This design comes from an exercise in tuning for small area on the open sky130 flow, not from production work.
The RTL was checked by simulation tests, not by an equivalence proof against the original design.
The clock port is modelled as an ideal driver; clocking choices that lean on that would not hold on a real chip.
Power is estimated from default activity; no workload was simulated.

Design UART, start of the top module:
module UART(
    input clk,
    input rst,
    input start,
    output tx,
    input rx,
    output reg [7:0] rxdata,
    output Rxflag
    );
Settings: LEC_CHECK=0, CAP_MARGIN=20, CORE_MARGIN=2, CORE_UTILIZATION=40, PLACE_DENSITY=0.9, SLEW_MARGIN=20; clock period 10.0 ns.
standard.sh (not shown) runs the stock make flow with config.mk's settings and CLKGATE_MAP_FILE= SYNTH_SCRIPT=/design/flow/synth_recipe.tcl, a recipe that flattens the netlist after the stock synthesis.
==> flow/flow/run.sh <==
#!/bin/bash
# Own layout flow: the standard ORFS flow (standard.sh) with
#  - synthesis: the standard synthesis script, but abc maps with an
#    area-oriented script (flow/area.abc) and no adder extraction;
#    registers, their names and the flattening are unchanged;
#  - port buffers: buf_1 instead of the default choice;
set -euo pipefail
HERE=$(pwd)
{
  head -n 1 synth_recipe.tcl
  cat <<EOF
proc abc {args} {
  set i [lsearch -exact \$args -script]
  if {\$i >= 0} { lset args [expr {\$i+1}] $HERE/flow/area.abc }
  yosys abc {*}\$args
}
EOF
  tail -n +2 synth_recipe.tcl
} > area_synth.tcl
export ADDER_MAP_FILE=
bash standard.sh SYNTH_SCRIPT=$HERE/area_synth.tcl \
  "BUFFER_PORTS_ARGS=-buffer_cell sky130_fd_sc_hd__buf_1" \
  "CTS_ARGS=-sink_clustering_enable -repair_clock_nets -dont_use_dummy_load -buf_list sky130_fd_sc_hd__clkbuf_4" \
  POST_CTS_TCL=$HERE/flow/post_cts.tcl \
  finish > flow.log 2>&1
==> flow/flow/post_cts.tcl <==
set clk_slew_target 0.112
proc max_clk_slew {} {
  estimate_parasitics -placement
  set mx 0
  foreach p [get_pins -hierarchical */CLK] {
    set s [get_property $p slew_max]
    if {$s > $mx} {set mx $s}
  }
  return $mx
}
proc buf_area {b} { return [get_property [get_lib_cells [get_property [get_cells $b] ref_name]] area] }
set root ""
set leaves {}
foreach c [get_cells clkbuf_*] {
  set n [get_full_name $c]
  if {[string match clkbuf_0_* $n]} { set root $n } else { lappend leaves $n }
}
set leaves [lsort $leaves]
set orig {}
foreach b [concat [list $root] $leaves] { lappend orig $b [get_property [get_cells $b] ref_name] }
puts "clock tree: root $root, leaves $leaves, max clock slew [max_clk_slew]"
set best_area 1e9
set best {}
foreach rs {1 2 4 8 16} {
  replace_cell $root sky130_fd_sc_hd__clkbuf_$rs
  foreach b $leaves { replace_cell $b sky130_fd_sc_hd__clkbuf_16 }
  if {[max_clk_slew] >= $clk_slew_target} { continue }
  foreach b $leaves {
    foreach sz {1 2 4 8 16} {
      replace_cell $b sky130_fd_sc_hd__clkbuf_$sz
      if {[max_clk_slew] < $clk_slew_target} { break }
    }
  }
  set a 0
  set cfg {}
  foreach b [concat [list $root] $leaves] { set a [expr {$a + [buf_area $b]}]; lappend cfg $b [get_property [get_cells $b] ref_name] }
  puts "root clkbuf_$rs: area $a, max clock slew [max_clk_slew], $cfg"
  if {$a < $best_area} { set best_area $a; set best $cfg }
}
if {$best == {}} { set best $orig }
foreach {b m} $best { replace_cell $b $m }
detailed_placement
puts "chosen: $best, area $best_area, max clock slew after legalization [max_clk_slew]"
Other scripts of this flow, unchanged in this note and not shown: flow/flow/area.abc
The baseline completed without violations.
Then changed:
--- a/flow/flow/post_cts.tcl
+++ b/flow/flow/post_cts.tcl
@@ -1 +1 @@
-set clk_slew_target 0.112
+set clk_slew_target 0.118
Result:
- utilization shrinks by 0.15 points
- final area falls by 0.33%
- non-clock buffer count is unchanged
- combinational power stays flat
Then changed:
--- a/flow/flow/post_cts.tcl
+++ b/flow/flow/post_cts.tcl
@@ -1 +1 @@
-set clk_slew_target 0.118
+set clk_slew_target 0.124
The new run finished with timing, DRC and antenna clean.
Clock-buffer cell count does not change.
Total power goes down by 2.4%.
Global-route usage goes down by 0.27 points.
Fmax goes down by 3.1%.
Routed wire length goes down by 2.5%.
Die area is unchanged.
Worst hold slack is better by 0.011 ns.
Cell count is unchanged.
Clock power goes down by 9.8%.
Worst setup slack is worse by 0.10 ns.

-- afterwards: timing with drivers on the ports --
The results above use ideal ports. As a check the final layouts listed here were re-extracted and re-timed, cells and wires unchanged.
Step 1: set_driving_cell puts a clkbuf_16 on clk and a buf_2 on each other input, an assumption about the parent block.
Step 2 adds t to the input delays and takes it off the output delays; t is the mean of the earliest and latest rising clock arrival at the registers after step 1. Input paths then give back, and output paths get back, about the clock's delay inside the block.
a / b / c = ideal ports / drivers / drivers and shift; a / b = the first two.
run | t, ns | setup WS [ns] | hold slack, ns | slew at the worst register clock pin (ns)
the first run | 0.522 | 6.653 / 6.633 / 6.437 | 0.371 / 0.371 / 0.371 | 0.10 / 0.10
the second run | 0.391 | 6.796 / 6.776 / 6.442 | 0.366 / 0.366 / 0.366 | 0.11 / 0.11
the third run | 0.498 | 6.693 / 6.673 / 6.445 | 0.377 / 0.377 / 0.377 | 0.12 / 0.12
After both steps setup and hold are still met in every run listed. The setup slack of the second run, which loses most, moves by -0.020 ns with the drivers and by -0.354 ns with both steps.
